Context: an optimization exercise on an open-source flow, tuned for small area and a short achievable clock period. The choices shown serve that exercise and are no tape-out recipe. Only simulation tests tie the RTL to the original design; equivalence was not proved. Power and IR drop assume default switching activity.

==> design.v <==
`timescale 1ns / 1ps
module g_inv    (input a, output y);                  assign y = ~a;                             endmodule
module g_buf    (input a, output y);                  assign y = a;                              endmodule
module g_nand2  (input a, b, output y);               assign y = ~(a & b);                       endmodule
module g_nor2   (input a, b, output y);               assign y = ~(a | b);                       endmodule
module g_and2   (input a, b, output y);               assign y = a & b;                          endmodule
module g_or2    (input a, b, output y);               assign y = a | b;                          endmodule
module g_nand2b (input an, b, output y);              assign y = ~(~an & b);                     endmodule
module g_a21oi  (input a1, a2, b1, output y);         assign y = ~((a1 & a2) | b1);              endmodule
module g_o21ai  (input a1, a2, b1, output y);         assign y = ~((a1 | a2) & b1);              endmodule
module g_a21o   (input a1, a2, b1, output y);         assign y = (a1 & a2) | b1;                 endmodule
module g_o21a   (input a1, a2, b1, output y);         assign y = (a1 | a2) & b1;                 endmodule
module g_o22ai  (input a1, a2, b1, b2, output y);     assign y = ~((a1 | a2) & (b1 | b2));       endmodule
module g_xor2   (input a, b, output y);               assign y = a ^ b;                          endmodule
module g_xnor2  (input a, b, output y);               assign y = ~(a ^ b);                       endmodule
module g_mux2i  (input a0, a1, s, output y);          assign y = ~(s ? a1 : a0);                 endmodule
module g_nand3  (input a, b, c, output y);            assign y = ~(a & b & c);                   endmodule
module g_a31oi  (input a1, a2, a3, b1, output y);     assign y = ~((a1 & a2 & a3) | b1);         endmodule
module g_a32oi  (input a1, a2, a3, b1, b2, output y); assign y = ~((a1 & a2 & a3) | (b1 & b2));   endmodule
`timescale 1ns / 1ps
module Nbit_ALU(r1, r2, r3, ALUop);
parameter n = 32;
input  [n-1:0] r2, r3;
input  [2:0]   ALUop;
output [n-1:0] r1;
wire x01;
g_xor2 u_x01 (.a(ALUop[0]), .b(ALUop[1]), .y(x01));
wire op1n;
g_inv u_op1n (.a(ALUop[1]), .y(op1n));
wire t0n_d;
g_mux2i u_t0n_d (.a0(ALUop[0]), .a1(ALUop[1]), .s(ALUop[2]), .y(t0n_d));
wire t0n_0;
g_buf u_t0n_0 (.a(t0n_d), .y(t0n_0));
wire t0n_1;
g_buf u_t0n_1 (.a(t0n_d), .y(t0n_1));
wire t1n_d;
g_mux2i u_t1n_d (.a0(x01), .a1(op1n), .s(ALUop[2]), .y(t1n_d));
wire t1n_0;
g_buf u_t1n_0 (.a(t1n_d), .y(t1n_0));
wire t1n_1;
g_buf u_t1n_1 (.a(t1n_d), .y(t1n_1));
wire esn_d;
g_o21a u_esn_d (.a1(ALUop[1]), .a2(ALUop[0]), .b1(ALUop[2]), .y(esn_d));
wire esn_0;
g_buf u_esn_0 (.a(esn_d), .y(esn_0));
wire esn_1;
g_buf u_esn_1 (.a(esn_d), .y(esn_1));
wire ecn_d;
g_nand2b u_ecn_d (.an(ALUop[1]), .b(ALUop[2]), .y(ecn_d));
wire ecn_0;
g_buf u_ecn_0 (.a(ecn_d), .y(ecn_0));
wire ecn_1;
g_buf u_ecn_1 (.a(ecn_d), .y(ecn_1));
wire enn_d;
g_nand2b u_enn_d (.an(ALUop[2]), .b(ALUop[1]), .y(enn_d));
wire enn_0;
g_buf u_enn_0 (.a(enn_d), .y(enn_0));
wire enn_1;
g_buf u_enn_1 (.a(enn_d), .y(enn_1));
wire en_d;
g_inv u_en_d (.a(enn_0), .y(en_d));
wire en_0;
g_buf u_en_0 (.a(en_d), .y(en_0));
wire en_1;
g_buf u_en_1 (.a(en_d), .y(en_1));
wire op01n;
g_nand2 u_op01n (.a(ALUop[0]), .b(ALUop[1]), .y(op01n));
wire sub;
g_nor2 u_sub (.a(ALUop[2]), .b(op01n), .y(sub));
wire op12n;
g_nand2 u_op12n (.a(ALUop[1]), .b(ALUop[2]), .y(op12n));
wire slt;
g_nor2 u_slt (.a(ALUop[0]), .b(op12n), .y(slt));
wire bb0;
g_mux2i u_bb0 (.a0(t0n_0), .a1(t1n_0), .s(r3[0]), .y(bb0));
wire gn0;
g_nand2 u_gn0 (.a(r2[0]), .b(bb0), .y(gn0));
wire tn0;
g_nor2 u_tn0 (.a(r2[0]), .b(bb0), .y(tn0));
wire pn0;
g_nand2b u_pn0 (.an(tn0), .b(gn0), .y(pn0));
wire y0;
g_o22ai u_y0 (.a1(gn0), .a2(ecn_0), .b1(pn0), .b2(esn_0), .y(y0));
wire bb1;
g_mux2i u_bb1 (.a0(t0n_0), .a1(t1n_0), .s(r3[1]), .y(bb1));
wire gn1;
g_nand2 u_gn1 (.a(r2[1]), .b(bb1), .y(gn1));
wire tn1;
g_nor2 u_tn1 (.a(r2[1]), .b(bb1), .y(tn1));
wire pn1;
g_nand2b u_pn1 (.an(tn1), .b(gn1), .y(pn1));
wire y1;
g_o22ai u_y1 (.a1(gn1), .a2(ecn_0), .b1(pn1), .b2(esn_0), .y(y1));
wire bb2;
g_mux2i u_bb2 (.a0(t0n_0), .a1(t1n_0), .s(r3[2]), .y(bb2));
wire gn2;
g_nand2 u_gn2 (.a(r2[2]), .b(bb2), .y(gn2));
wire tn2;
g_nor2 u_tn2 (.a(r2[2]), .b(bb2), .y(tn2));
wire pn2;
g_nand2b u_pn2 (.an(tn2), .b(gn2), .y(pn2));
wire y2;
g_o22ai u_y2 (.a1(gn2), .a2(ecn_0), .b1(pn2), .b2(esn_0), .y(y2));
wire bb3;
g_mux2i u_bb3 (.a0(t0n_0), .a1(t1n_0), .s(r3[3]), .y(bb3));
wire gn3;
g_nand2 u_gn3 (.a(r2[3]), .b(bb3), .y(gn3));
wire tn3;
g_nor2 u_tn3 (.a(r2[3]), .b(bb3), .y(tn3));
wire pn3;
g_nand2b u_pn3 (.an(tn3), .b(gn3), .y(pn3));
wire y3;
g_o22ai u_y3 (.a1(gn3), .a2(ecn_0), .b1(pn3), .b2(esn_0), .y(y3));
wire bb4;
g_mux2i u_bb4 (.a0(t0n_0), .a1(t1n_0), .s(r3[4]), .y(bb4));
wire gn4;
g_nand2 u_gn4 (.a(r2[4]), .b(bb4), .y(gn4));
wire tn4;
g_nor2 u_tn4 (.a(r2[4]), .b(bb4), .y(tn4));
wire pn4;
g_nand2b u_pn4 (.an(tn4), .b(gn4), .y(pn4));
wire y4;
g_o22ai u_y4 (.a1(gn4), .a2(ecn_0), .b1(pn4), .b2(esn_0), .y(y4));
wire bb5;
g_mux2i u_bb5 (.a0(t0n_0), .a1(t1n_0), .s(r3[5]), .y(bb5));
wire gn5;
g_nand2 u_gn5 (.a(r2[5]), .b(bb5), .y(gn5));
wire tn5;
g_nor2 u_tn5 (.a(r2[5]), .b(bb5), .y(tn5));
wire pn5;
g_nand2b u_pn5 (.an(tn5), .b(gn5), .y(pn5));
wire y5;
g_o22ai u_y5 (.a1(gn5), .a2(ecn_0), .b1(pn5), .b2(esn_0), .y(y5));
wire bb6;
g_mux2i u_bb6 (.a0(t0n_0), .a1(t1n_0), .s(r3[6]), .y(bb6));
wire gn6;
g_nand2 u_gn6 (.a(r2[6]), .b(bb6), .y(gn6));
wire tn6;
g_nor2 u_tn6 (.a(r2[6]), .b(bb6), .y(tn6));
wire pn6;
g_nand2b u_pn6 (.an(tn6), .b(gn6), .y(pn6));
wire y6;
g_o22ai u_y6 (.a1(gn6), .a2(ecn_0), .b1(pn6), .b2(esn_0), .y(y6));
wire bb7;
g_mux2i u_bb7 (.a0(t0n_0), .a1(t1n_0), .s(r3[7]), .y(bb7));
wire gn7;
g_nand2 u_gn7 (.a(r2[7]), .b(bb7), .y(gn7));
wire tn7;
g_nor2 u_tn7 (.a(r2[7]), .b(bb7), .y(tn7));
wire pn7;
g_nand2b u_pn7 (.an(tn7), .b(gn7), .y(pn7));
wire y7;
g_o22ai u_y7 (.a1(gn7), .a2(ecn_0), .b1(pn7), .b2(esn_0), .y(y7));
wire bb8;
g_mux2i u_bb8 (.a0(t0n_0), .a1(t1n_0), .s(r3[8]), .y(bb8));
wire gn8;
g_nand2 u_gn8 (.a(r2[8]), .b(bb8), .y(gn8));
wire tn8;
g_nor2 u_tn8 (.a(r2[8]), .b(bb8), .y(tn8));
wire pn8;
g_nand2b u_pn8 (.an(tn8), .b(gn8), .y(pn8));
wire y8;
g_o22ai u_y8 (.a1(gn8), .a2(ecn_0), .b1(pn8), .b2(esn_0), .y(y8));
wire bb9;
g_mux2i u_bb9 (.a0(t0n_0), .a1(t1n_0), .s(r3[9]), .y(bb9));
wire gn9;
g_nand2 u_gn9 (.a(r2[9]), .b(bb9), .y(gn9));
wire tn9;
g_nor2 u_tn9 (.a(r2[9]), .b(bb9), .y(tn9));
wire pn9;
g_nand2b u_pn9 (.an(tn9), .b(gn9), .y(pn9));
wire y9;
g_o22ai u_y9 (.a1(gn9), .a2(ecn_0), .b1(pn9), .b2(esn_0), .y(y9));
wire bb10;
g_mux2i u_bb10 (.a0(t0n_0), .a1(t1n_0), .s(r3[10]), .y(bb10));
wire gn10;
g_nand2 u_gn10 (.a(r2[10]), .b(bb10), .y(gn10));
wire tn10;
g_nor2 u_tn10 (.a(r2[10]), .b(bb10), .y(tn10));
wire pn10;
g_nand2b u_pn10 (.an(tn10), .b(gn10), .y(pn10));
wire y10;
g_o22ai u_y10 (.a1(gn10), .a2(ecn_0), .b1(pn10), .b2(esn_0), .y(y10));
wire bb11;
g_mux2i u_bb11 (.a0(t0n_0), .a1(t1n_0), .s(r3[11]), .y(bb11));
wire gn11;
g_nand2 u_gn11 (.a(r2[11]), .b(bb11), .y(gn11));
wire tn11;
g_nor2 u_tn11 (.a(r2[11]), .b(bb11), .y(tn11));
wire pn11;
g_nand2b u_pn11 (.an(tn11), .b(gn11), .y(pn11));
wire y11;
g_o22ai u_y11 (.a1(gn11), .a2(ecn_0), .b1(pn11), .b2(esn_0), .y(y11));
wire bb12;
g_mux2i u_bb12 (.a0(t0n_0), .a1(t1n_0), .s(r3[12]), .y(bb12));
wire gn12;
g_nand2 u_gn12 (.a(r2[12]), .b(bb12), .y(gn12));
wire tn12;
g_nor2 u_tn12 (.a(r2[12]), .b(bb12), .y(tn12));
wire pn12;
g_nand2b u_pn12 (.an(tn12), .b(gn12), .y(pn12));
wire y12;
g_o22ai u_y12 (.a1(gn12), .a2(ecn_0), .b1(pn12), .b2(esn_0), .y(y12));
wire bb13;
g_mux2i u_bb13 (.a0(t0n_0), .a1(t1n_0), .s(r3[13]), .y(bb13));
wire gn13;
g_nand2 u_gn13 (.a(r2[13]), .b(bb13), .y(gn13));
wire tn13;
g_nor2 u_tn13 (.a(r2[13]), .b(bb13), .y(tn13));
wire pn13;
g_nand2b u_pn13 (.an(tn13), .b(gn13), .y(pn13));
wire y13;
g_o22ai u_y13 (.a1(gn13), .a2(ecn_0), .b1(pn13), .b2(esn_0), .y(y13));
wire bb14;
g_mux2i u_bb14 (.a0(t0n_0), .a1(t1n_0), .s(r3[14]), .y(bb14));
wire gn14;
g_nand2 u_gn14 (.a(r2[14]), .b(bb14), .y(gn14));
wire tn14;
g_nor2 u_tn14 (.a(r2[14]), .b(bb14), .y(tn14));
wire pn14;
g_nand2b u_pn14 (.an(tn14), .b(gn14), .y(pn14));
wire y14;
g_o22ai u_y14 (.a1(gn14), .a2(ecn_0), .b1(pn14), .b2(esn_0), .y(y14));
wire bb15;
g_mux2i u_bb15 (.a0(t0n_0), .a1(t1n_0), .s(r3[15]), .y(bb15));
wire gn15;
g_nand2 u_gn15 (.a(r2[15]), .b(bb15), .y(gn15));
wire tn15;
g_nor2 u_tn15 (.a(r2[15]), .b(bb15), .y(tn15));
wire pn15;
g_nand2b u_pn15 (.an(tn15), .b(gn15), .y(pn15));
wire y15;
g_o22ai u_y15 (.a1(gn15), .a2(ecn_0), .b1(pn15), .b2(esn_0), .y(y15));
wire bb16;
g_mux2i u_bb16 (.a0(t0n_1), .a1(t1n_1), .s(r3[16]), .y(bb16));
wire gn16;
g_nand2 u_gn16 (.a(r2[16]), .b(bb16), .y(gn16));
wire tn16;
g_nor2 u_tn16 (.a(r2[16]), .b(bb16), .y(tn16));
wire pn16;
g_nand2b u_pn16 (.an(tn16), .b(gn16), .y(pn16));
wire y16;
g_o22ai u_y16 (.a1(gn16), .a2(ecn_1), .b1(pn16), .b2(esn_1), .y(y16));
wire bb17;
g_mux2i u_bb17 (.a0(t0n_1), .a1(t1n_1), .s(r3[17]), .y(bb17));
wire gn17;
g_nand2 u_gn17 (.a(r2[17]), .b(bb17), .y(gn17));
wire tn17;
g_nor2 u_tn17 (.a(r2[17]), .b(bb17), .y(tn17));
wire pn17;
g_nand2b u_pn17 (.an(tn17), .b(gn17), .y(pn17));
wire y17;
g_o22ai u_y17 (.a1(gn17), .a2(ecn_1), .b1(pn17), .b2(esn_1), .y(y17));
wire bb18;
g_mux2i u_bb18 (.a0(t0n_1), .a1(t1n_1), .s(r3[18]), .y(bb18));
wire gn18;
g_nand2 u_gn18 (.a(r2[18]), .b(bb18), .y(gn18));
wire tn18;
g_nor2 u_tn18 (.a(r2[18]), .b(bb18), .y(tn18));
wire pn18;
g_nand2b u_pn18 (.an(tn18), .b(gn18), .y(pn18));
wire y18;
g_o22ai u_y18 (.a1(gn18), .a2(ecn_1), .b1(pn18), .b2(esn_1), .y(y18));
wire bb19;
g_mux2i u_bb19 (.a0(t0n_1), .a1(t1n_1), .s(r3[19]), .y(bb19));
wire gn19;
g_nand2 u_gn19 (.a(r2[19]), .b(bb19), .y(gn19));
wire tn19;
g_nor2 u_tn19 (.a(r2[19]), .b(bb19), .y(tn19));
wire pn19;
g_nand2b u_pn19 (.an(tn19), .b(gn19), .y(pn19));
wire y19;
g_o22ai u_y19 (.a1(gn19), .a2(ecn_1), .b1(pn19), .b2(esn_1), .y(y19));
wire bb20;
g_mux2i u_bb20 (.a0(t0n_1), .a1(t1n_1), .s(r3[20]), .y(bb20));
wire gn20;
g_nand2 u_gn20 (.a(r2[20]), .b(bb20), .y(gn20));
wire tn20;
g_nor2 u_tn20 (.a(r2[20]), .b(bb20), .y(tn20));
wire pn20;
g_nand2b u_pn20 (.an(tn20), .b(gn20), .y(pn20));
wire y20;
g_o22ai u_y20 (.a1(gn20), .a2(ecn_1), .b1(pn20), .b2(esn_1), .y(y20));
wire bb21;
g_mux2i u_bb21 (.a0(t0n_1), .a1(t1n_1), .s(r3[21]), .y(bb21));
wire gn21;
g_nand2 u_gn21 (.a(r2[21]), .b(bb21), .y(gn21));
wire tn21;
g_nor2 u_tn21 (.a(r2[21]), .b(bb21), .y(tn21));
wire pn21;
g_nand2b u_pn21 (.an(tn21), .b(gn21), .y(pn21));
wire y21;
g_o22ai u_y21 (.a1(gn21), .a2(ecn_1), .b1(pn21), .b2(esn_1), .y(y21));
wire bb22;
g_mux2i u_bb22 (.a0(t0n_1), .a1(t1n_1), .s(r3[22]), .y(bb22));
wire gn22;
g_nand2 u_gn22 (.a(r2[22]), .b(bb22), .y(gn22));
wire tn22;
g_nor2 u_tn22 (.a(r2[22]), .b(bb22), .y(tn22));
wire pn22;
g_nand2b u_pn22 (.an(tn22), .b(gn22), .y(pn22));
wire y22;
g_o22ai u_y22 (.a1(gn22), .a2(ecn_1), .b1(pn22), .b2(esn_1), .y(y22));
wire bb23;
g_mux2i u_bb23 (.a0(t0n_1), .a1(t1n_1), .s(r3[23]), .y(bb23));
wire gn23;
g_nand2 u_gn23 (.a(r2[23]), .b(bb23), .y(gn23));
wire tn23;
g_nor2 u_tn23 (.a(r2[23]), .b(bb23), .y(tn23));
wire pn23;
g_nand2b u_pn23 (.an(tn23), .b(gn23), .y(pn23));
wire y23;
g_o22ai u_y23 (.a1(gn23), .a2(ecn_1), .b1(pn23), .b2(esn_1), .y(y23));
wire bb24;
g_mux2i u_bb24 (.a0(t0n_1), .a1(t1n_1), .s(r3[24]), .y(bb24));
wire gn24;
g_nand2 u_gn24 (.a(r2[24]), .b(bb24), .y(gn24));
wire tn24;
g_nor2 u_tn24 (.a(r2[24]), .b(bb24), .y(tn24));
wire pn24;
g_nand2b u_pn24 (.an(tn24), .b(gn24), .y(pn24));
wire y24;
g_o22ai u_y24 (.a1(gn24), .a2(ecn_1), .b1(pn24), .b2(esn_1), .y(y24));
wire bb25;
g_mux2i u_bb25 (.a0(t0n_1), .a1(t1n_1), .s(r3[25]), .y(bb25));
wire gn25;
g_nand2 u_gn25 (.a(r2[25]), .b(bb25), .y(gn25));
wire tn25;
g_nor2 u_tn25 (.a(r2[25]), .b(bb25), .y(tn25));
wire pn25;
g_nand2b u_pn25 (.an(tn25), .b(gn25), .y(pn25));
wire y25;
g_o22ai u_y25 (.a1(gn25), .a2(ecn_1), .b1(pn25), .b2(esn_1), .y(y25));
wire bb26;
g_mux2i u_bb26 (.a0(t0n_1), .a1(t1n_1), .s(r3[26]), .y(bb26));
wire gn26;
g_nand2 u_gn26 (.a(r2[26]), .b(bb26), .y(gn26));
wire tn26;
g_nor2 u_tn26 (.a(r2[26]), .b(bb26), .y(tn26));
wire pn26;
g_nand2b u_pn26 (.an(tn26), .b(gn26), .y(pn26));
wire y26;
g_o22ai u_y26 (.a1(gn26), .a2(ecn_1), .b1(pn26), .b2(esn_1), .y(y26));
wire bb27;
g_mux2i u_bb27 (.a0(t0n_1), .a1(t1n_1), .s(r3[27]), .y(bb27));
wire gn27;
g_nand2 u_gn27 (.a(r2[27]), .b(bb27), .y(gn27));
wire tn27;
g_nor2 u_tn27 (.a(r2[27]), .b(bb27), .y(tn27));
wire pn27;
g_nand2b u_pn27 (.an(tn27), .b(gn27), .y(pn27));
wire y27;
g_o22ai u_y27 (.a1(gn27), .a2(ecn_1), .b1(pn27), .b2(esn_1), .y(y27));
wire bb28;
g_mux2i u_bb28 (.a0(t0n_1), .a1(t1n_1), .s(r3[28]), .y(bb28));
wire gn28;
g_nand2 u_gn28 (.a(r2[28]), .b(bb28), .y(gn28));
wire tn28;
g_nor2 u_tn28 (.a(r2[28]), .b(bb28), .y(tn28));
wire pn28;
g_nand2b u_pn28 (.an(tn28), .b(gn28), .y(pn28));
wire y28;
g_o22ai u_y28 (.a1(gn28), .a2(ecn_1), .b1(pn28), .b2(esn_1), .y(y28));
wire bb29;
g_mux2i u_bb29 (.a0(t0n_1), .a1(t1n_1), .s(r3[29]), .y(bb29));
wire gn29;
g_nand2 u_gn29 (.a(r2[29]), .b(bb29), .y(gn29));
wire tn29;
g_nor2 u_tn29 (.a(r2[29]), .b(bb29), .y(tn29));
wire pn29;
g_nand2b u_pn29 (.an(tn29), .b(gn29), .y(pn29));
wire y29;
g_o22ai u_y29 (.a1(gn29), .a2(ecn_1), .b1(pn29), .b2(esn_1), .y(y29));
wire bb30;
g_mux2i u_bb30 (.a0(t0n_1), .a1(t1n_1), .s(r3[30]), .y(bb30));
wire gn30;
g_nand2 u_gn30 (.a(r2[30]), .b(bb30), .y(gn30));
wire tn30;
g_nor2 u_tn30 (.a(r2[30]), .b(bb30), .y(tn30));
wire pn30;
g_nand2b u_pn30 (.an(tn30), .b(gn30), .y(pn30));
wire y30;
g_o22ai u_y30 (.a1(gn30), .a2(ecn_1), .b1(pn30), .b2(esn_1), .y(y30));
wire bb31;
g_mux2i u_bb31 (.a0(t0n_1), .a1(t1n_1), .s(r3[31]), .y(bb31));
wire gn31;
g_nand2 u_gn31 (.a(r2[31]), .b(bb31), .y(gn31));
wire tn31;
g_nor2 u_tn31 (.a(r2[31]), .b(bb31), .y(tn31));
wire pn31;
g_nand2b u_pn31 (.an(tn31), .b(gn31), .y(pn31));
wire y31;
g_o22ai u_y31 (.a1(gn31), .a2(ecn_1), .b1(pn31), .b2(esn_1), .y(y31));
wire G0n;
g_o21a u_G0n (.a1(tn0), .a2(t0n_0), .b1(gn0), .y(G0n));
wire G1_1;
g_o21ai u_G1_1 (.a1(tn1), .a2(G0n), .b1(gn1), .y(G1_1));
wire G1_3;
g_o21ai u_G1_3 (.a1(tn3), .a2(gn2), .b1(gn3), .y(G1_3));
wire T1_3;
g_nor2 u_T1_3 (.a(tn3), .b(tn2), .y(T1_3));
wire G1_5;
g_o21ai u_G1_5 (.a1(tn5), .a2(gn4), .b1(gn5), .y(G1_5));
wire T1_5;
g_nor2 u_T1_5 (.a(tn5), .b(tn4), .y(T1_5));
wire G1_7;
g_o21ai u_G1_7 (.a1(tn7), .a2(gn6), .b1(gn7), .y(G1_7));
wire T1_7;
g_nor2 u_T1_7 (.a(tn7), .b(tn6), .y(T1_7));
wire G1_9;
g_o21ai u_G1_9 (.a1(tn9), .a2(gn8), .b1(gn9), .y(G1_9));
wire T1_9;
g_nor2 u_T1_9 (.a(tn9), .b(tn8), .y(T1_9));
wire G1_11;
g_o21ai u_G1_11 (.a1(tn11), .a2(gn10), .b1(gn11), .y(G1_11));
wire T1_11;
g_nor2 u_T1_11 (.a(tn11), .b(tn10), .y(T1_11));
wire G1_13;
g_o21ai u_G1_13 (.a1(tn13), .a2(gn12), .b1(gn13), .y(G1_13));
wire T1_13;
g_nor2 u_T1_13 (.a(tn13), .b(tn12), .y(T1_13));
wire G1_15;
g_o21ai u_G1_15 (.a1(tn15), .a2(gn14), .b1(gn15), .y(G1_15));
wire T1_15;
g_nor2 u_T1_15 (.a(tn15), .b(tn14), .y(T1_15));
wire G1_17;
g_o21ai u_G1_17 (.a1(tn17), .a2(gn16), .b1(gn17), .y(G1_17));
wire T1_17;
g_nor2 u_T1_17 (.a(tn17), .b(tn16), .y(T1_17));
wire G1_19;
g_o21ai u_G1_19 (.a1(tn19), .a2(gn18), .b1(gn19), .y(G1_19));
wire T1_19;
g_nor2 u_T1_19 (.a(tn19), .b(tn18), .y(T1_19));
wire G1_21;
g_o21ai u_G1_21 (.a1(tn21), .a2(gn20), .b1(gn21), .y(G1_21));
wire T1_21;
g_nor2 u_T1_21 (.a(tn21), .b(tn20), .y(T1_21));
wire G1_23;
g_o21ai u_G1_23 (.a1(tn23), .a2(gn22), .b1(gn23), .y(G1_23));
wire T1_23;
g_nor2 u_T1_23 (.a(tn23), .b(tn22), .y(T1_23));
wire G1_25;
g_o21ai u_G1_25 (.a1(tn25), .a2(gn24), .b1(gn25), .y(G1_25));
wire T1_25;
g_nor2 u_T1_25 (.a(tn25), .b(tn24), .y(T1_25));
wire G1_27;
g_o21ai u_G1_27 (.a1(tn27), .a2(gn26), .b1(gn27), .y(G1_27));
wire T1_27;
g_nor2 u_T1_27 (.a(tn27), .b(tn26), .y(T1_27));
wire G1_29;
g_o21ai u_G1_29 (.a1(tn29), .a2(gn28), .b1(gn29), .y(G1_29));
wire T1_29;
g_nor2 u_T1_29 (.a(tn29), .b(tn28), .y(T1_29));
wire G2_3;
g_a21oi u_G2_3 (.a1(T1_3), .a2(G1_1), .b1(G1_3), .y(G2_3));
wire G2_7;
g_a21oi u_G2_7 (.a1(T1_7), .a2(G1_5), .b1(G1_7), .y(G2_7));
wire T2_7;
g_nand2 u_T2_7 (.a(T1_7), .b(T1_5), .y(T2_7));
wire G2_11;
g_a21oi u_G2_11 (.a1(T1_11), .a2(G1_9), .b1(G1_11), .y(G2_11));
wire T2_11;
g_nand2 u_T2_11 (.a(T1_11), .b(T1_9), .y(T2_11));
wire G2_15;
g_a21oi u_G2_15 (.a1(T1_15), .a2(G1_13), .b1(G1_15), .y(G2_15));
wire T2_15;
g_nand2 u_T2_15 (.a(T1_15), .b(T1_13), .y(T2_15));
wire G2_19;
g_a21oi u_G2_19 (.a1(T1_19), .a2(G1_17), .b1(G1_19), .y(G2_19));
wire T2_19;
g_nand2 u_T2_19 (.a(T1_19), .b(T1_17), .y(T2_19));
wire G2_23;
g_a21oi u_G2_23 (.a1(T1_23), .a2(G1_21), .b1(G1_23), .y(G2_23));
wire T2_23;
g_nand2 u_T2_23 (.a(T1_23), .b(T1_21), .y(T2_23));
wire G2_27;
g_a21oi u_G2_27 (.a1(T1_27), .a2(G1_25), .b1(G1_27), .y(G2_27));
wire T2_27;
g_nand2 u_T2_27 (.a(T1_27), .b(T1_25), .y(T2_27));
wire n_G1_5;
g_inv u_n_G1_5 (.a(G1_5), .y(n_G1_5));
wire n_T1_5;
g_inv u_n_T1_5 (.a(T1_5), .y(n_T1_5));
wire G3_5;
g_o21ai u_G3_5 (.a1(n_T1_5), .a2(G2_3), .b1(n_G1_5), .y(G3_5));
wire G3_7;
g_o21ai u_G3_7 (.a1(T2_7), .a2(G2_3), .b1(G2_7), .y(G3_7));
wire n_G1_13;
g_inv u_n_G1_13 (.a(G1_13), .y(n_G1_13));
wire n_T1_13;
g_inv u_n_T1_13 (.a(T1_13), .y(n_T1_13));
wire G3_13;
g_o21ai u_G3_13 (.a1(n_T1_13), .a2(G2_11), .b1(n_G1_13), .y(G3_13));
wire T3_13;
g_nor2 u_T3_13 (.a(n_T1_13), .b(T2_11), .y(T3_13));
wire G3_15;
g_o21ai u_G3_15 (.a1(T2_15), .a2(G2_11), .b1(G2_15), .y(G3_15));
wire T3_15;
g_nor2 u_T3_15 (.a(T2_15), .b(T2_11), .y(T3_15));
wire n_G1_21;
g_inv u_n_G1_21 (.a(G1_21), .y(n_G1_21));
wire n_T1_21;
g_inv u_n_T1_21 (.a(T1_21), .y(n_T1_21));
wire G3_21;
g_o21ai u_G3_21 (.a1(n_T1_21), .a2(G2_19), .b1(n_G1_21), .y(G3_21));
wire T3_21;
g_nor2 u_T3_21 (.a(n_T1_21), .b(T2_19), .y(T3_21));
wire G3_23;
g_o21ai u_G3_23 (.a1(T2_23), .a2(G2_19), .b1(G2_23), .y(G3_23));
wire T3_23;
g_nor2 u_T3_23 (.a(T2_23), .b(T2_19), .y(T3_23));
wire n_G1_29;
g_inv u_n_G1_29 (.a(G1_29), .y(n_G1_29));
wire n_T1_29;
g_inv u_n_T1_29 (.a(T1_29), .y(n_T1_29));
wire G3_29;
g_o21ai u_G3_29 (.a1(n_T1_29), .a2(G2_27), .b1(n_G1_29), .y(G3_29));
wire T3_29;
g_nor2 u_T3_29 (.a(n_T1_29), .b(T2_27), .y(T3_29));
wire G4_9;
g_a21oi u_G4_9 (.a1(T1_9), .a2(G3_7), .b1(G1_9), .y(G4_9));
wire n_G2_11;
g_inv u_n_G2_11 (.a(G2_11), .y(n_G2_11));
wire n_T2_11;
g_inv u_n_T2_11 (.a(T2_11), .y(n_T2_11));
wire G4_11;
g_a21oi u_G4_11 (.a1(n_T2_11), .a2(G3_7), .b1(n_G2_11), .y(G4_11));
wire G4_13;
g_a21oi u_G4_13 (.a1(T3_13), .a2(G3_7), .b1(G3_13), .y(G4_13));
wire G4_15;
g_a21oi u_G4_15 (.a1(T3_15), .a2(G3_7), .b1(G3_15), .y(G4_15));
wire G4_25;
g_a21oi u_G4_25 (.a1(T1_25), .a2(G3_23), .b1(G1_25), .y(G4_25));
wire T4_25;
g_nand2 u_T4_25 (.a(T1_25), .b(T3_23), .y(T4_25));
wire n_G2_27;
g_inv u_n_G2_27 (.a(G2_27), .y(n_G2_27));
wire n_T2_27;
g_inv u_n_T2_27 (.a(T2_27), .y(n_T2_27));
wire G4_27;
g_a21oi u_G4_27 (.a1(n_T2_27), .a2(G3_23), .b1(n_G2_27), .y(G4_27));
wire T4_27;
g_nand2 u_T4_27 (.a(n_T2_27), .b(T3_23), .y(T4_27));
wire G4_29;
g_a21oi u_G4_29 (.a1(T3_29), .a2(G3_23), .b1(G3_29), .y(G4_29));
wire T4_29;
g_nand2 u_T4_29 (.a(T3_29), .b(T3_23), .y(T4_29));
wire n_G1_17;
g_inv u_n_G1_17 (.a(G1_17), .y(n_G1_17));
wire n_T1_17;
g_inv u_n_T1_17 (.a(T1_17), .y(n_T1_17));
wire G5_17;
g_o21ai u_G5_17 (.a1(n_T1_17), .a2(G4_15), .b1(n_G1_17), .y(G5_17));
wire G5_19;
g_o21ai u_G5_19 (.a1(T2_19), .a2(G4_15), .b1(G2_19), .y(G5_19));
wire n_G3_21;
g_inv u_n_G3_21 (.a(G3_21), .y(n_G3_21));
wire n_T3_21;
g_inv u_n_T3_21 (.a(T3_21), .y(n_T3_21));
wire G5_21;
g_o21ai u_G5_21 (.a1(n_T3_21), .a2(G4_15), .b1(n_G3_21), .y(G5_21));
wire n_G3_23;
g_inv u_n_G3_23 (.a(G3_23), .y(n_G3_23));
wire n_T3_23;
g_inv u_n_T3_23 (.a(T3_23), .y(n_T3_23));
wire G5_23;
g_o21ai u_G5_23 (.a1(n_T3_23), .a2(G4_15), .b1(n_G3_23), .y(G5_23));
wire G5_25;
g_o21ai u_G5_25 (.a1(T4_25), .a2(G4_15), .b1(G4_25), .y(G5_25));
wire G5_27;
g_o21ai u_G5_27 (.a1(T4_27), .a2(G4_15), .b1(G4_27), .y(G5_27));
wire G5_29;
g_o21ai u_G5_29 (.a1(T4_29), .a2(G4_15), .b1(G4_29), .y(G5_29));
wire n_gn2;
g_inv u_n_gn2 (.a(gn2), .y(n_gn2));
wire n_tn2;
g_inv u_n_tn2 (.a(tn2), .y(n_tn2));
wire kn3;
g_a32oi u_kn3 (.a1(n_tn2), .a2(G1_1), .a3(en_0), .b1(n_gn2), .b2(en_0), .y(kn3));
wire G6_4;
g_o21ai u_G6_4 (.a1(tn4), .a2(G2_3), .b1(gn4), .y(G6_4));
wire n_gn6;
g_inv u_n_gn6 (.a(gn6), .y(n_gn6));
wire n_tn6;
g_inv u_n_tn6 (.a(tn6), .y(n_tn6));
wire kn7;
g_a32oi u_kn7 (.a1(n_tn6), .a2(G3_5), .a3(en_0), .b1(n_gn6), .b2(en_0), .y(kn7));
wire n_gn8;
g_inv u_n_gn8 (.a(gn8), .y(n_gn8));
wire n_tn8;
g_inv u_n_tn8 (.a(tn8), .y(n_tn8));
wire kn9;
g_a32oi u_kn9 (.a1(n_tn8), .a2(G3_7), .a3(en_0), .b1(n_gn8), .b2(en_0), .y(kn9));
wire G6_10;
g_o21ai u_G6_10 (.a1(tn10), .a2(G4_9), .b1(gn10), .y(G6_10));
wire G6_12;
g_o21ai u_G6_12 (.a1(tn12), .a2(G4_11), .b1(gn12), .y(G6_12));
wire G6_14;
g_o21ai u_G6_14 (.a1(tn14), .a2(G4_13), .b1(gn14), .y(G6_14));
wire G6_16;
g_o21ai u_G6_16 (.a1(tn16), .a2(G4_15), .b1(gn16), .y(G6_16));
wire n_gn18;
g_inv u_n_gn18 (.a(gn18), .y(n_gn18));
wire n_tn18;
g_inv u_n_tn18 (.a(tn18), .y(n_tn18));
wire kn19;
g_a32oi u_kn19 (.a1(n_tn18), .a2(G5_17), .a3(en_1), .b1(n_gn18), .b2(en_1), .y(kn19));
wire n_gn20;
g_inv u_n_gn20 (.a(gn20), .y(n_gn20));
wire n_tn20;
g_inv u_n_tn20 (.a(tn20), .y(n_tn20));
wire kn21;
g_a32oi u_kn21 (.a1(n_tn20), .a2(G5_19), .a3(en_1), .b1(n_gn20), .b2(en_1), .y(kn21));
wire n_gn22;
g_inv u_n_gn22 (.a(gn22), .y(n_gn22));
wire n_tn22;
g_inv u_n_tn22 (.a(tn22), .y(n_tn22));
wire kn23;
g_a32oi u_kn23 (.a1(n_tn22), .a2(G5_21), .a3(en_1), .b1(n_gn22), .b2(en_1), .y(kn23));
wire n_gn24;
g_inv u_n_gn24 (.a(gn24), .y(n_gn24));
wire n_tn24;
g_inv u_n_tn24 (.a(tn24), .y(n_tn24));
wire kn25;
g_a32oi u_kn25 (.a1(n_tn24), .a2(G5_23), .a3(en_1), .b1(n_gn24), .b2(en_1), .y(kn25));
wire n_gn26;
g_inv u_n_gn26 (.a(gn26), .y(n_gn26));
wire n_tn26;
g_inv u_n_tn26 (.a(tn26), .y(n_tn26));
wire kn27;
g_a32oi u_kn27 (.a1(n_tn26), .a2(G5_25), .a3(en_1), .b1(n_gn26), .b2(en_1), .y(kn27));
wire n_gn28;
g_inv u_n_gn28 (.a(gn28), .y(n_gn28));
wire n_tn28;
g_inv u_n_tn28 (.a(tn28), .y(n_tn28));
wire kn29;
g_a32oi u_kn29 (.a1(n_tn28), .a2(G5_27), .a3(en_1), .b1(n_gn28), .b2(en_1), .y(kn29));
wire n_gn30;
g_inv u_n_gn30 (.a(gn30), .y(n_gn30));
wire n_tn30;
g_inv u_n_tn30 (.a(tn30), .y(n_tn30));
wire G6_30;
g_a21oi u_G6_30 (.a1(n_tn30), .a2(G5_29), .b1(n_gn30), .y(G6_30));
wire k1;
g_nor2 u_k1 (.a(G0n), .b(enn_0), .y(k1));
g_xor2 u_r1 (.a(y1), .b(k1), .y(r1[1]));
wire kn2;
g_nand2 u_kn2 (.a(G1_1), .b(en_0), .y(kn2));
g_xnor2 u_r2 (.a(y2), .b(kn2), .y(r1[2]));
g_xnor2 u_r3 (.a(y3), .b(kn3), .y(r1[3]));
wire k4;
g_nor2 u_k4 (.a(G2_3), .b(enn_0), .y(k4));
g_xor2 u_r4 (.a(y4), .b(k4), .y(r1[4]));
wire kn5;
g_nand2 u_kn5 (.a(G6_4), .b(en_0), .y(kn5));
g_xnor2 u_r5 (.a(y5), .b(kn5), .y(r1[5]));
wire kn6;
g_nand2 u_kn6 (.a(G3_5), .b(en_0), .y(kn6));
g_xnor2 u_r6 (.a(y6), .b(kn6), .y(r1[6]));
g_xnor2 u_r7 (.a(y7), .b(kn7), .y(r1[7]));
wire kn8;
g_nand2 u_kn8 (.a(G3_7), .b(en_0), .y(kn8));
g_xnor2 u_r8 (.a(y8), .b(kn8), .y(r1[8]));
g_xnor2 u_r9 (.a(y9), .b(kn9), .y(r1[9]));
wire k10;
g_nor2 u_k10 (.a(G4_9), .b(enn_0), .y(k10));
g_xor2 u_r10 (.a(y10), .b(k10), .y(r1[10]));
wire kn11;
g_nand2 u_kn11 (.a(G6_10), .b(en_0), .y(kn11));
g_xnor2 u_r11 (.a(y11), .b(kn11), .y(r1[11]));
wire k12;
g_nor2 u_k12 (.a(G4_11), .b(enn_0), .y(k12));
g_xor2 u_r12 (.a(y12), .b(k12), .y(r1[12]));
wire kn13;
g_nand2 u_kn13 (.a(G6_12), .b(en_0), .y(kn13));
g_xnor2 u_r13 (.a(y13), .b(kn13), .y(r1[13]));
wire k14;
g_nor2 u_k14 (.a(G4_13), .b(enn_0), .y(k14));
g_xor2 u_r14 (.a(y14), .b(k14), .y(r1[14]));
wire kn15;
g_nand2 u_kn15 (.a(G6_14), .b(en_0), .y(kn15));
g_xnor2 u_r15 (.a(y15), .b(kn15), .y(r1[15]));
wire k16;
g_nor2 u_k16 (.a(G4_15), .b(enn_1), .y(k16));
g_xor2 u_r16 (.a(y16), .b(k16), .y(r1[16]));
wire kn17;
g_nand2 u_kn17 (.a(G6_16), .b(en_1), .y(kn17));
g_xnor2 u_r17 (.a(y17), .b(kn17), .y(r1[17]));
wire kn18;
g_nand2 u_kn18 (.a(G5_17), .b(en_1), .y(kn18));
g_xnor2 u_r18 (.a(y18), .b(kn18), .y(r1[18]));
g_xnor2 u_r19 (.a(y19), .b(kn19), .y(r1[19]));
wire kn20;
g_nand2 u_kn20 (.a(G5_19), .b(en_1), .y(kn20));
g_xnor2 u_r20 (.a(y20), .b(kn20), .y(r1[20]));
g_xnor2 u_r21 (.a(y21), .b(kn21), .y(r1[21]));
wire kn22;
g_nand2 u_kn22 (.a(G5_21), .b(en_1), .y(kn22));
g_xnor2 u_r22 (.a(y22), .b(kn22), .y(r1[22]));
g_xnor2 u_r23 (.a(y23), .b(kn23), .y(r1[23]));
wire kn24;
g_nand2 u_kn24 (.a(G5_23), .b(en_1), .y(kn24));
g_xnor2 u_r24 (.a(y24), .b(kn24), .y(r1[24]));
g_xnor2 u_r25 (.a(y25), .b(kn25), .y(r1[25]));
wire kn26;
g_nand2 u_kn26 (.a(G5_25), .b(en_1), .y(kn26));
g_xnor2 u_r26 (.a(y26), .b(kn26), .y(r1[26]));
g_xnor2 u_r27 (.a(y27), .b(kn27), .y(r1[27]));
wire kn28;
g_nand2 u_kn28 (.a(G5_27), .b(en_1), .y(kn28));
g_xnor2 u_r28 (.a(y28), .b(kn28), .y(r1[28]));
g_xnor2 u_r29 (.a(y29), .b(kn29), .y(r1[29]));
wire kn30;
g_nand2 u_kn30 (.a(G5_29), .b(en_1), .y(kn30));
g_xnor2 u_r30 (.a(y30), .b(kn30), .y(r1[30]));
wire k31;
g_nor2 u_k31 (.a(G6_30), .b(enn_1), .y(k31));
g_xor2 u_r31 (.a(y31), .b(k31), .y(r1[31]));
wire x31n;
g_xnor2 u_x31n (.a(pn31), .b(G6_30), .y(x31n));
wire z0n;
g_xnor2 u_z0n (.a(y0), .b(sub), .y(z0n));
g_mux2i u_r0 (.a0(z0n), .a1(x31n), .s(slt), .y(r1[0]));
endmodule
`timescale 1ns / 1ps
module dff(q, d, clk);
input		d, clk;       
output reg	q;            
always @(posedge clk)
q<=d;
endmodule
`timescale 1ns / 1ps
module Nbit_Register(outo, ino, clk);
parameter n = 32;
input [n-1:0] ino;
output [n-1:0] outo;
input clk;
genvar i;
generate
for (i = 0; i < n; i = i + 1) begin: registerblk
dff Dflipflop(.q(outo[i]) , .d(ino[i]), .clk(clk) );
end
endgenerate
endmodule
`timescale 1ns / 1ps
module Nbit_ALU_Register (r2, r3, ALUop, r0, clk);
parameter n = 32;
input[n-1:0] r2, r3;
input[2:0] ALUop;
input clk;
output [n-1:0] r0;
wire[n-1:0] r1;
Nbit_ALU #(n) alu1 (.r1(r1), .r2(r2), .r3(r3), .ALUop(ALUop) );
Nbit_Register #(n) reg1 (.outo(r0), .ino(r1), .clk(clk) );
endmodule
==> flow/run.sh <==
#!/bin/bash
# Standard ORFS layout with two changes: the ports are buffered with buf_1 (instead of the
# delay buffer buffer_ports picks by default), and timing repair aims for a setup slack of
# 9.9 ns, so that it sizes the critical paths for a shorter period than the clock's.
set -euo pipefail
export BUFFER_PORTS_ARGS="-buffer_cell sky130_fd_sc_hd__buf_1"
export SETUP_SLACK_MARGIN=9.9
bash standard.sh > standard.log 2>&1
==> standard.sh <==
#!/bin/bash
# synth_recipe.tcl (not shown) runs the flow's synth.tcl, then flattens the netlist and writes it again
# the make line also repeats each setting of config.mk as NAME=value (left out here)
make -C /OpenROAD-flow-scripts/flow DESIGN_CONFIG=/design/flow/config.mk WORK_HOME=/design/flow/orfs CLKGATE_MAP_FILE= SYNTH_SCRIPT=/design/flow/synth_recipe.tcl "${@:-finish}"
==> config.mk <==
export PLATFORM = sky130hd
export DESIGN_NAME = Nbit_ALU_Register
export DESIGN_NICKNAME = Nbit_ALU_Register
export VERILOG_FILES = /design/flow/design.v
export SDC_FILE = /design/flow/constraint.sdc
export NUM_CORES = 4
export LEC_CHECK = 0
export CAP_MARGIN = 20
export CORE_MARGIN = 2
export CORE_UTILIZATION = 60
export CTS_BUF_LIST = sky130_fd_sc_hd__clkbuf_4
export GPL_TIMING_DRIVEN = 0
export SLEW_MARGIN = 20
export SYNTH_HIERARCHICAL = 1
export SYNTH_MINIMUM_KEEP_SIZE = 0
==> constraint.sdc <==
create_clock -name core_clock -period 15.5 [get_ports {clk}]
set_input_delay 3.1000 -clock core_clock [delete_from_list [all_inputs] [get_ports {clk}]]
set_output_delay 3.1000 -clock core_clock [all_outputs]
set_load 0.01 [all_outputs]
==> results.txt, run 1 <==
Place
The detailed placement HPWL is 4930 µm. The number of buffer cells added on primary ports is 99. The congestion estimate from routability-driven global placement came to 0.815. Once placement completed, the tool counted placed cells totaling 548.

Synth
The number of flip-flops and latches in the synthesized netlist is 32. Yosys attributes the largest share of cell area to sky130_fd_sc_hd__dfxtp_1 23%, sky130_fd_sc_hd__mux2i_1 13%, sky130_fd_sc_hd__xnor2_1 8.2%. The share of the synthesized area in the top cell type is 0.230. The mapped cell area is 0.00278 mm². The number of flops mapped to enable cells by yosys is 0. During synthesis, Yosys emitted a total of 7 warnings. The number of nets produced by synthesis is 465. The most instantiated flip-flop cell in the synthesis netlist is sky130_fd_sc_hd__dfxtp_1. In the synthesized netlist the async set-or-reset flop fraction comes to 0. Yosys mapped the design onto 14 distinct sky130hd cell types. For this run, the register share of the synthesized area comes to 0.230.

Each instance of the synthesized netlist takes up on average 7.00 µm². The cell with the most instances after synthesis is sky130_fd_sc_hd__nor2_1. Of all cell types, the one taking the most synthesized area is sky130_fd_sc_hd__dfxtp_1. After synthesis, the most frequently instantiated cells are 60 x sky130_fd_sc_hd__nor2_1, 58 x sky130_fd_sc_hd__nand2_1, 40 x sky130_fd_sc_hd__inv_1. The number of instances in the synthesized netlist is 397.

Timing
In the final timing run, aggregate negative setup slack is 0 ns. The normalized max-slew margin is 0.680. For this run, the top clock speed supported by timing is 0.184 GHz. The slew at the pin with the worst max-slew slack is 0.476 ns. The number of pins with negative max-slew slack in the final report was 0. The worst path needs 5.43 ns of the cycle, external delays included. The hold violation total from the final report came to 0. Setup violations remaining at the end of the flow were counted as 0. Dividing the final minimum period by the clock period gives 0.350.

Setup repair after global routing left no endpoint under its margin.

Floorplanning
The die width is 72.1 µm. From bottom edge to top edge, the die measures 72.1 µm. Row generation in the floorplan step produced 24 rows.

The floorplan die area is 0.00519 mm². The number of ports placed on the die boundary is 100. The initial standard-cell utilization of the core is 0.630. The core region is 0.00441 mm².

Layout
The repair_antennas step left the layout with diodes totalling 0. In the final design database the tool counted 576 nets. The multi-input combinational cells in the finished layout cover a total of 0.00192 mm². The register with the most flip-flops in the layout has 32 of them.

The count of placed standard cells in the final layout, fillers left out is 561. The register with the most flip-flops is reg1.registerblk.Dflipflop.q. The largest registers in the layout are reg1.registerblk.Dflipflop.q x32. Compared with the post-synthesis result, the final layout area differs by 19.8%. The filler cell count in the final layout is 396. The share of final-layout standard cells stronger than drive strength 1 is 0.0825. The sequential standard cell area is 641 µm².

Detailed routing
The iteration-0 DRC count of the detailed router is 166. The per-cell via count in the routed design is 5.27. The average wire length per cell after detail routing is 12.2 µm.

In the routed design, unresolved DRC markers number 0. Detailed routing inserted a total of 2957 vias. The aggregate routed wire length is 6840 µm. Once detail routing completed, the nets flagged for antenna violations numbered 0. The detailed-router iteration count before antenna repair is 5.

Worst setup path
The worst setup path is launched from an input port. The maximum fanout along the worst path is 16. The worst path required time is 15.75 ns. By startpoint and endpoint, the worst setup path is classified as input port to flop.

The kind of capture point of the worst setup path is a flop. The endpoint arrival time on the critical path is 5.68 ns.

GRT
The largest net degree at the start of global routing is 21. The all-layer global routing usage is 0.269. The number of antenna violations at the first check in global routing came to 0. The global-route congestion overflow total is 0. The number of global-route vias before repair came to 2635.

The wire length of the first global-routing pass is 11300 µm.

Clock tree
The number of hold buffers added after CTS was 0. The clock slew at the register clock pins of the worst setup and hold paths is 0.11 ns. TritonCTS built the clock tree.

The tree built by TritonCTS fans out to 32 sinks. The clock passes through at most 2 buffers. The H-tree was split into 2 levels. Counting the buffers created by CTS gives 5. The cell chosen for the clock root is sky130_fd_sc_hd__clkbuf_4.

Power and ir drop
The analysis attributes to cell leakage a power of 1.51 nW. The ratio of total power to cell area is 90.6 mW/mm². The maximum VDD drop is 0.0000498 V.

Worst hold path
Along the worst hold path, the cell count comes to 4. The path with the worst hold slack has its endpoint at reg1.registerblk[21].Dflipflop.q. The min-delay analysis places its worst path in the category input port to flop.

In this run the most critical hold path is launched from r2[21].

Status
The flow ran to the end and the layout has no timing, DRC or antenna violations.

Job
Max-cap violations in this run came to 0.
-- worst max-delay path, stage by stage --
cell and delay (ns):
sky130_fd_sc_hd__clkbuf_2 0.15, sky130_fd_sc_hd__xor2_1 0.17, sky130_fd_sc_hd__mux2i_1 0.18, sky130_fd_sc_hd__buf_4 0.26, sky130_fd_sc_hd__mux2i_1 0.13, sky130_fd_sc_hd__nor2_1 0.15, sky130_fd_sc_hd__o21a_1 0.14, sky130_fd_sc_hd__o21ai_1 0.13
sky130_fd_sc_hd__a21oi_2 0.25, sky130_fd_sc_hd__o21ai_4 0.12, sky130_fd_sc_hd__a21oi_4 0.29, sky130_fd_sc_hd__o21ai_1 0.15, sky130_fd_sc_hd__a32oi_1 0.27, sky130_fd_sc_hd__xnor2_1 0.17
-- area by class of cell --
class | count | area share
clock buffers | 7 | 0.0158
plain buffers | 12 | 0.0270
clock inverters | 1 | 0.00113
flip-flops and latches | 32 | 0.192
well taps | 52 | 0.0195
multi-input cells | 313 | 0.576
inverters | 40 | 0.0451
repair buffers | 104 | 0.124
-- how the worst max path moves through the flow --
stage	from	endpoint	slack, ns	cells after the start
finish	ALUop[1]	reg1.registerblk[27].Dflipflop.q	10.07	14
detailed placement	ALUop[1]	reg1.registerblk[0].Dflipflop.q	9.29	15
global route	ALUop[1]	reg1.registerblk[31].Dflipflop.q	9.90	15
floorplan	ALUop[0]	reg1.registerblk[0].Dflipflop.q	10.07	14
CTS	ALUop[1]	reg1.registerblk[0].Dflipflop.q	9.97	15
global placement	ALUop[1]	reg1.registerblk[0].Dflipflop.q	9.37	15
-- layer usage --
layer | GRT usage | vias up | routed length (µm)
met3 | 0.0417 | 9 | 327
met2 | 0.458 | 87 | 3240
met5 | 0 | - | 0
met4 | 0.0608 | 0 | 67
li1 | - | 1558 | -
met1 | 0.360 | 1303 | 3200
-- report_power, final --
| part | total [mW] | switching (mW) | internal, mW | leakage [nW] |
|---|---|---|---|---|
| logic | 0.145 | 0.0862 | 0.0590 | 1.21 |
| registers | 0.106 | 0.00485 | 0.101 | 0.270 |
| clock network | 0.0511 | 0.0301 | 0.0209 | 0.0338 |
-- per-stage QoR --
stage	util	total power, mW	instance area, µm²	hold slack, ns	setup WS [ns]
floorplan	-	0.208	2780	3.28	10.07
global placement	0.729	0.242	3220	3.49	9.37
detailed placement	0.729	0.245	3220	3.48	9.29
CTS	0.746	0.298	3290	3.16	9.97
global route	0.755	0.323	3330	3.19	9.90
finish	0.755	0.302	3330	3.17	10.07
-- Yosys stat by module, one instance, submodules excluded, excerpt --
module	copies in the design	flops+latches	area, µm²	cells
g_mux2i	35	0	10.0	1
g_inv	40	0	3.75	1
g_xnor2	26	0	8.76	1
g_o22ai	32	0	6.26	1
g_nand2	58	0	3.75	1
dff	32	1	20.0	1
g_nor2	60	0	3.75	1
g_xor2	8	0	8.76	1
g_a21oi	15	0	8.76	1
g_nand2b	34	0	6.26	1
g_o21ai	34	0	5.00	1
-- logic make-up after synthesis --
logic type / Yosys count / synth area share
simple gates: 152 / 0.236
compound gates: 92 / 0.214
mux: 35 / 0.126
xor+xnor: 34 / 0.107
flops: 32 / 0.230
buf+inv: 52 / 0.0864
-- layout by cell type, fill, tap and decap left out --
cell / count
sky130_fd_sc_hd__a21oi_2: 14
sky130_fd_sc_hd__a21oi_4: 1
sky130_fd_sc_hd__a32oi_1: 9
sky130_fd_sc_hd__buf_1: 97
sky130_fd_sc_hd__buf_4: 17
sky130_fd_sc_hd__clkbuf_2: 2
sky130_fd_sc_hd__clkbuf_4: 7
sky130_fd_sc_hd__clkinv_1: 1
sky130_fd_sc_hd__dfxtp_1: 32
sky130_fd_sc_hd__inv_1: 40
sky130_fd_sc_hd__mux2i_1: 35
sky130_fd_sc_hd__nand2_1: 58
sky130_fd_sc_hd__nand2b_1: 34
sky130_fd_sc_hd__nor2_1: 60
sky130_fd_sc_hd__o21a_1: 2
sky130_fd_sc_hd__o21ai_1: 33
sky130_fd_sc_hd__o21ai_4: 1
sky130_fd_sc_hd__o22ai_1: 32
sky130_fd_sc_hd__xnor2_1: 26
sky130_fd_sc_hd__xor2_1: 8
-- what timing repair did --
item / 4_1_cts / 5_1_grt
gates resized for setup: 3 / 2
buffers inserted: 0 / 5
setup endpoints to repair: 16 / 9
pin swaps: 0 / 3
==> inputs of run 2 (changes only) <==
--- a/config.mk
+++ b/config.mk
@@ -8,7 +8,6 @@
 export CAP_MARGIN = 20
 export CORE_MARGIN = 2
 export CORE_UTILIZATION = 60
-export CTS_BUF_LIST = sky130_fd_sc_hd__clkbuf_4
 export GPL_TIMING_DRIVEN = 0
 export SLEW_MARGIN = 20
 export SYNTH_HIERARCHICAL = 1
==> results.txt, run 2 <==
Status
The run finished with no timing, DRC or antenna violations.

Detailed routing
The first TritonRoute pass finished after 5 iterations. The length of routed met2 wiring is 3280 µm. The total via count in the routed design is 2958. The final layout contains routed wiring with a total length of 6940 µm. In the final routing, the length of wire on met1 measures 3220 µm. The average wire length per cell after detail routing is 12.4 µm. The iteration-0 DRC count of the detailed router is 174.

Once detail routing completed, the nets flagged for antenna violations numbered 0. Using the TritonRoute via totals, the vias-per-cell ratio works out to 5.27. In this run the top signal layer used is met4.

In the routed design, unresolved DRC markers number 0. The met3 wire length is 380 µm.

Floorplanning
The initial standard-cell utilization of the core is 0.630. The core region is 0.00441 mm². The die covers 0.00519 mm². The chip height is 72.1 µm.

The initialized floorplan defines 24 standard-cell rows. The floorplan step set the die width to 72.1 µm. The number of ports placed on the die boundary is 100.

Synth
The count of synthesis-stage warnings from yosys is 7. In this run, synthesis inferred 0 flip-flops with an integrated enable. Each instance of the synthesized netlist takes up on average 7.00 µm². The library cell with the largest summed area after synthesis is sky130_fd_sc_hd__dfxtp_1. Among all cell types in the netlist, the one instantiated most often is sky130_fd_sc_hd__nor2_1. The number of nets produced by synthesis is 465. The sequential fraction of the synthesis area is 0.230. By count the netlist is led by 60 x sky130_fd_sc_hd__nor2_1, 58 x sky130_fd_sc_hd__nand2_1, 40 x sky130_fd_sc_hd__inv_1. The number of flip-flops and latches in the synthesized netlist is 32. Sorting the synthesized cells by area gives the leading types as sky130_fd_sc_hd__dfxtp_1 23%, sky130_fd_sc_hd__mux2i_1 13%, sky130_fd_sc_hd__xnor2_1 8.2%. Synthesis produced a netlist whose cell count is 397.

The number of different library cells used by synthesis comes to 14. After synthesis, the share of flip-flops with an asynchronous set or reset is 0. The share of the synthesized area in the top cell type is 0.230. The mapped cell area is 0.00278 mm².

The most used flip-flop cell after synthesis is sky130_fd_sc_hd__dfxtp_1.

Worst setup path
The cell with the biggest individual delay on the critical path is sky130_fd_sc_hd__buf_4. Of all nets on the critical path, the largest fanout is 16. STA puts the critical path data required time at 15.68 ns.

The critical path is of the input port to flop type. STA classifies the critical path endpoint as a flop. The category of the worst setup path launch point is an input port. The endpoint arrival time on the critical path is 5.64 ns. The maximum single-stage delay on the critical path is 0.26 ns.

The signal on the critical path passes through clkbuf_2 > xor2_1 > mux2i_1 > buf_4 > mux2i_1 > nor2_1 > o21a_1 > o21ai_1 > a21oi_2 > o21ai_4 > buf_4 > a21oi_2 > o21ai_1 > a32oi_1 > xnor2_1.

Layout
The multi-input gate area in the final layout is 0.00193 mm². The largest registers in the layout are reg1.registerblk.Dflipflop.q x32. 0 antenna diodes ended up in the layout. The library cells used most frequently in the layout, excluding fill and tap cells, are 97 x sky130_fd_sc_hd__buf_1, 60 x sky130_fd_sc_hd__nor2_1, 58 x sky130_fd_sc_hd__nand2_1. The net count of the finished layout is 576. Leaving out fill and tap cells, the most frequent cell in the layout is sky130_fd_sc_hd__buf_1. The register with the most flip-flops is reg1.registerblk.Dflipflop.q. Across the whole layout, storage elements account for 641 µm². Of the cells placed in the final design, the portion with a size suffix greater than 1 is 0.0806. The layout overhead on the synthesized area is 21.1%. The flip-flop count of the largest register, all copies and words added is 32. The filler cell count in the final layout is 390. The post-route core utilization is 0.763.

Timing
The final total negative setup slack is 0 ns. The number of pins with negative max-slew slack in the final report is 0. Static timing analysis puts the maximum clock frequency at 0.183 GHz. The post-route minimum period is 5.46 ns. At the pin with the least slew margin, the transition time is 0.479 ns. Setup repair after global routing left no endpoint under its margin. The normalized max-slew margin is 0.678. In the finished design, the share of the clock period the worst path needs comes to 0.352.

The hold violation total from the final report is 0. Setup violations remaining at the end of the flow were counted as 0. On the final layout, the worst hold slack is 3.22 ns.

Place
The detailed placement HPWL is 4930 µm. The number of buffer cells added on primary ports is 99. At the end of routability-driven placement, the weighted congestion stood at 0.815.

Clock tree
The tree built by TritonCTS fans out to 32 sinks. The CTS tree is done. TritonCTS created 5 clock buffers. The cell chosen for the clock root is sky130_fd_sc_hd__clkbuf_8.

The number of hold buffers added after CTS was 0. The H-tree was split into 2 levels. The clock tree buffer depth is 2. Clock-pin slew was measured on the worst setup and hold paths at 0.07 ns.

GRT
The wire length of the first global-routing pass is 11300 µm. The global-route congestion overflow total is 0. The all-layer global routing usage is 0.268.

The largest net degree at the start of global routing is 21. The number of antenna violations at the first check in global routing is 0. The number of global-route vias before repair is 2634.

Job
Across the run, the number of max-cap violations was 0.

Power and ir drop
IR analysis of the VDD net gives a maximum drop of 0.0000645 V. The ratio of total power to cell area is 95.2 mW/mm². The leakage power of the design is 1.52 nW.

Worst hold path
The class of the worst hold path is input port to flop.
==> run 2: cell counts after synthesis <==
Identical to the previous run, type by type.
==> run 2: routing by layer <==
| layer | track usage | up-vias |
|---|---|---|
| li1 | - | 1564 |
| met1 | 0.359 | 1295 |
| met2 | 0.452 | 91 |
| met3 | 0.0375 | 8 |
| met4 | 0.0755 | 0 |
| met5 | 0 | - |
==> run 2: layout make-up <==
| cell class | instances | share of cell area |
|---|---|---|
| inverter | 40 | 0.0446 |
| clock buffer | 8 | 0.0268 |
| tap | 52 | 0.0193 |
| buffer | 12 | 0.0268 |
| multi-input combinational | 314 | 0.572 |
| sequential | 32 | 0.190 |
| timing repair buffer | 103 | 0.120 |
==> run 2: path summary, 6_finish.rpt <==
path / from / to / depth (start not counted)
hold / removal: ALUop[0] / reg1.registerblk[0].Dflipflop.q / 3
setup / recovery: ALUop[1] / reg1.registerblk[21].Dflipflop.q / 15
==> run 2: worst max-delay path, delay by kind of cell <==
family          cells  cell delay [ns]
compound gates      7             1.23
xor+xnor            2             0.27
buf+inv             3             0.57
mux                 2             0.30
simple gates        1             0.14
==> run 2: repair_timing <==
| action | 4_1_cts | 5_1_grt |
|---|---|---|
| gates resized for setup | 3 | 2 |
| setup buffers | 0 | 4 |
| gates cloned | 0 | 1 |
| setup endpoints to repair | 16 | 11 |
| pin swaps | 0 | 3 |
==> run 2: cell families (layout without fill, tap and decap cells) <==
kind of cell / Yosys count / in the layout / share of synthesized area
buffers and inverters: 52 / 163 / 0.0864
xor gates and xnor gates: 34 / 34 / 0.107
muxes: 35 / 35 / 0.126
AOI/OAI and AO/OA: 92 / 93 / 0.214
and+or+nand+nor: 152 / 152 / 0.236
DFF: 32 / 32 / 0.230
==> run 2: where the power goes <==
part / internal [mW] / switching [mW]
combinational: 0.0587 / 0.0871
sequential: 0.101 / 0.00488
clock: 0.0362 / 0.0328
==> run 2: Yosys stat by module, one instance, submodules excluded, a selection <==
| module | cells inside | flops+latches | times used |
|---|---|---|---|
| g_mux2i | 1 | 0 | 35 |
| g_buf | 1 | 0 | 12 |
| g_o22ai | 1 | 0 | 32 |
| g_nor2 | 1 | 0 | 60 |
| g_o21a | 1 | 0 | 2 |
| dff | 1 | 1 | 32 |
| g_a32oi | 1 | 0 | 9 |
| g_xor2 | 1 | 0 | 8 |
| g_nand2b | 1 | 0 | 34 |
| g_inv | 1 | 0 | 40 |
| g_nand2 | 1 | 0 | 58 |
| g_xnor2 | 1 | 0 | 26 |
| g_a21oi | 1 | 0 | 15 |
| g_o21ai | 1 | 0 | 34 |
==> run 2: stage by stage <==
| stage | area (µm²) | cells | power [mW] | setup slack (ns) |
|---|---|---|---|---|
| after floorplan | 2780 | 397 | 0.208 | 10.07 |
| after global placement | 3220 | 548 | 0.242 | 9.37 |
| after detailed placement | 3220 | 548 | 0.245 | 9.29 |
| after CTS | 3330 | 556 | 0.316 | 9.93 |
| after global routing | 3370 | 561 | 0.341 | 9.92 |
| final | 3370 | 561 | 0.321 | 10.04 |
==> inputs of run 3 (changes only) <==
--- a/config.mk
+++ b/config.mk
@@ -7,7 +7,8 @@
 export LEC_CHECK = 0
 export CAP_MARGIN = 20
 export CORE_MARGIN = 2
-export CORE_UTILIZATION = 60
+export CORE_UTILIZATION = 70
+export CTS_BUF_LIST = sky130_fd_sc_hd__clkbuf_4
 export GPL_TIMING_DRIVEN = 0
 export SLEW_MARGIN = 20
 export SYNTH_HIERARCHICAL = 1
==> results.txt, run 3 <==
GRT
The wire length of the first global-routing pass is 11300 µm. Entering global routing, the biggest net connects 21 pins. The number of global-route vias before repair is 2707. The number of antenna violations at the first check in global routing is 0.

Detailed routing
Detailed routing placed a total of 721 µm of wire on met3. Wire segments on met2 add up to 4080 µm in the final route. The highest signal layer in the routed design is met4. The final routed DRC violation total is 0.

The final layout contains routed wiring with a total length of 8310 µm. The per-cell via count in the routed design is 5.92. The post-detailed-route count of antenna-violating nets is 0. The total via count in the routed design is 3304. The detailed router finished its first iteration with 369 violations. The detailed-router iteration count before antenna repair is 8.

Worst setup path
For the worst setup path, the data arrival time is 5.81 ns. The worst path required time is 15.77 ns. The worst setup path is captured at a flop. STA classifies the critical path startpoint as an input port. In this run the worst path has a maximum fanout of 8.

Synth
The number of flip-flops and latches in the synthesized netlist is 32. The portion of netlist area occupied by mux cells is 0.126. In this run, synthesis inferred 0 flip-flops with an integrated enable. Of the total synthesized cell area, the portion taken by full adders, half adders and majority gates is 0. Of the post-synthesis cell area, the dominant cell type holds 0.230. The most common cell in the synthesized netlist is sky130_fd_sc_hd__nor2_1. The combinational family with the most area after synthesis is simple AND/OR/NAND/NOR gates.

Yosys printed 7 warnings. In the post-synthesis netlist, the biggest area contributors are sky130_fd_sc_hd__dfxtp_1 23%, sky130_fd_sc_hd__mux2i_1 13%, sky130_fd_sc_hd__xnor2_1 8.2%. In the synthesized netlist, the cells that appear most often are 60 x sky130_fd_sc_hd__nor2_1, 58 x sky130_fd_sc_hd__nand2_1, 40 x sky130_fd_sc_hd__inv_1. Dividing the synthesized area by the synthesized cell count gives 7.00 µm². Of the total synthesized cell area, the portion taken by XOR and XNOR cells is 0.107. The cell count after synthesis came out at 397.

The number of distinct library cell variants in the gate-level netlist after synthesis is 14. The share of synthesized registers carrying an async set or reset is 0. The number of nets in the synthesized netlist is 465. After synthesis the cells add up to 0.00278 mm².

The complex-gate fraction of the synthesized area is 0.214. sky130_fd_sc_hd__dfxtp_1 takes more of the synthesized area than any other cell. For this run, the register share of the synthesized area comes to 0.230.

Timing
The final total negative setup slack is 0 ns. The share of the clock period used by the worst path after layout is 0.357. Counting I/O delays and the setup requirement, the final critical path takes 5.53 ns.

The number of pins with negative max-slew slack in the final report was 0. Setup repair after global routing left no endpoint under its margin. On the final layout, the worst hold slack is 3.19 ns. At the pin with the least slew margin, the transition time is 0.427 ns.

Layout
The largest registers in the layout are reg1.registerblk.Dflipflop.q x32. The multi-input combinational cells in the finished layout cover a total of 0.00194 mm². The layout has 185 filler cells. The diode insertion count for antenna repair is 0. In the final layout, the share of cells above drive strength 1 is 0.0922. The register with the most flip-flops in the final layout is reg1.registerblk.Dflipflop.q. In the layout the commonest cells are 97 x sky130_fd_sc_hd__buf_1, 60 x sky130_fd_sc_hd__nor2_1, 58 x sky130_fd_sc_hd__nand2_1. The sequential standard cell area is 641 µm². The layout overhead on the synthesized area is 22.3%. The register with the most flip-flops in the layout has 32 of them.

Job
Max-cap violations in this run came to 0.

Worst hold path
The worst hold path terminates at reg1.registerblk[7].Dflipflop.q. The cell depth of the worst hold path is 4. In this run the most critical hold path is launched from r2[7].

Clock tree
In this run, CTS created clock tree buffers numbering 5. In this run the number of H-tree levels came out at 2. The root buffer cell chosen for the clock tree is sky130_fd_sc_hd__clkbuf_4. The number of buffers inserted for hold repair after clock tree synthesis is 0.

The number of sinks on the clock net is 32.

Place
The detailed placement HPWL is 5340 µm. The routability-driven placement congestion ratio is 0.863.

Floorplanning
The initial standard-cell utilization of the core is 0.743. In this run the count of I/O pins placed on the die edge is 100. The die is 67.0 µm wide.

Status
The run finished with no timing, DRC or antenna violations.
[run 3: cell counts after synthesis]
No cell type changed its count.
[run 3: worst max-delay path, cell delays in order]
cell and delay (ns):
sky130_fd_sc_hd__buf_2 0.16, sky130_fd_sc_hd__xor2_1 0.18, sky130_fd_sc_hd__mux2i_1 0.24, sky130_fd_sc_hd__buf_6 0.17, sky130_fd_sc_hd__buf_4 0.15, sky130_fd_sc_hd__mux2i_1 0.10, sky130_fd_sc_hd__nor2_1 0.23, sky130_fd_sc_hd__o21ai_1 0.16
sky130_fd_sc_hd__a21oi_2 0.23, sky130_fd_sc_hd__o21ai_1 0.18, sky130_fd_sc_hd__a21oi_4 0.26, sky130_fd_sc_hd__buf_12 0.15, sky130_fd_sc_hd__o21ai_1 0.08, sky130_fd_sc_hd__a32oi_1 0.26, sky130_fd_sc_hd__xnor2_1 0.16
[run 3: metal layers]
metal | up-vias | track usage
li1 | 1553 | -
met1 | 1493 | 0.389
met2 | 208 | 0.564
met3 | 50 | 0.0574
met4 | 0 | 0.143
met5 | - | 0
[run 3: what timing repair did]
action / in CTS / in global routing
gates resized for setup: 5 / 6
hold endpoints to repair: 0 / 0
pin swaps: 2 / 2
buffers inserted: 0 / 6
setup endpoints to repair: 17 / 14
[run 3: worst max path at each step]
stage / startpoint / end
2_1_floorplan: ALUop[0] / reg1.registerblk[0].Dflipflop.q
4_1_cts: ALUop[1] / reg1.registerblk[0].Dflipflop.q
5_1_grt: ALUop[0] / reg1.registerblk[23].Dflipflop.q
6_report: ALUop[1] / reg1.registerblk[19].Dflipflop.q
3_5_place_dp: ALUop[1] / reg1.registerblk[0].Dflipflop.q
3_3_place_gp: ALUop[1] / reg1.registerblk[0].Dflipflop.q
[run 3: stage by stage]
| step | worst slack, ns | cell area, µm² | power (mW) | utilization | std cells |
|---|---|---|---|---|---|
| after floorplan | 10.07 | 2780 | 0.208 | - | 397 |
| after global placement | 9.35 | 3210 | 0.241 | 0.858 | 544 |
| after detailed placement | 9.22 | 3210 | 0.247 | 0.858 | 544 |
| after CTS | 9.92 | 3310 | 0.314 | 0.885 | 552 |
| after global routing | 9.91 | 3400 | 0.348 | 0.908 | 558 |
| final | 9.97 | 3400 | 0.328 | 0.908 | 558 |
[run 3: cell families (layout without fill, tap and decap cells)]
logic type,after synthesis,count (layout)
AND/OR/NAND/NOR,152,152
AO/OA/AOI/OAI,92,92
buffers and inverters,52,165
multiplexers,35,35
XOR/XNOR,34,34
flip-flops,32,32
[run 3: cell type report]
cell class | count | area share
Timing Repair Buffer | 105 | 0.127
Sequential cell | 32 | 0.188
Inverter | 40 | 0.0442
Buffer | 12 | 0.0276
Tap cell | 48 | 0.0177
Clock inverter | 3 | 0.0125
Multi-Input combinational cell | 313 | 0.572
Clock buffer | 5 | 0.0110
[run 3: where the power goes]
part	switching [mW]	internal, mW
combinational	0.0949	0.0610
sequential	0.00547	0.101
clock	0.0322	0.0336
total	0.133	0.195
[run 3: per-module statistics from Yosys, one instance, submodules excluded, a selection]
| module | cell area, µm² | flip-flops and latches |
|---|---|---|
| g_a21oi | 8.76 | 0 |
| g_xor2 | 8.76 | 0 |
| g_xnor2 | 8.76 | 0 |
| g_o22ai | 6.26 | 0 |
| g_o21a | 7.51 | 0 |
| g_inv | 3.75 | 0 |
| g_nor2 | 3.75 | 0 |
| g_mux2i | 10.0 | 0 |
| g_nand2b | 6.26 | 0 |
| g_nand2 | 3.75 | 0 |
| g_a32oi | 8.76 | 0 |
| dff | 20.0 | 1 |
| g_o21ai | 5.00 | 0 |
| g_buf | 7.51 | 0 |

Setup slack of run 3, layout unchanged: 9.966 ns with ideal ports, 9.973 ns with driving cells assumed (clock clkbuf_16, inputs buf_2), 9.616 ns with port delays also shifted by the 0.357 ns mid clock arrival.
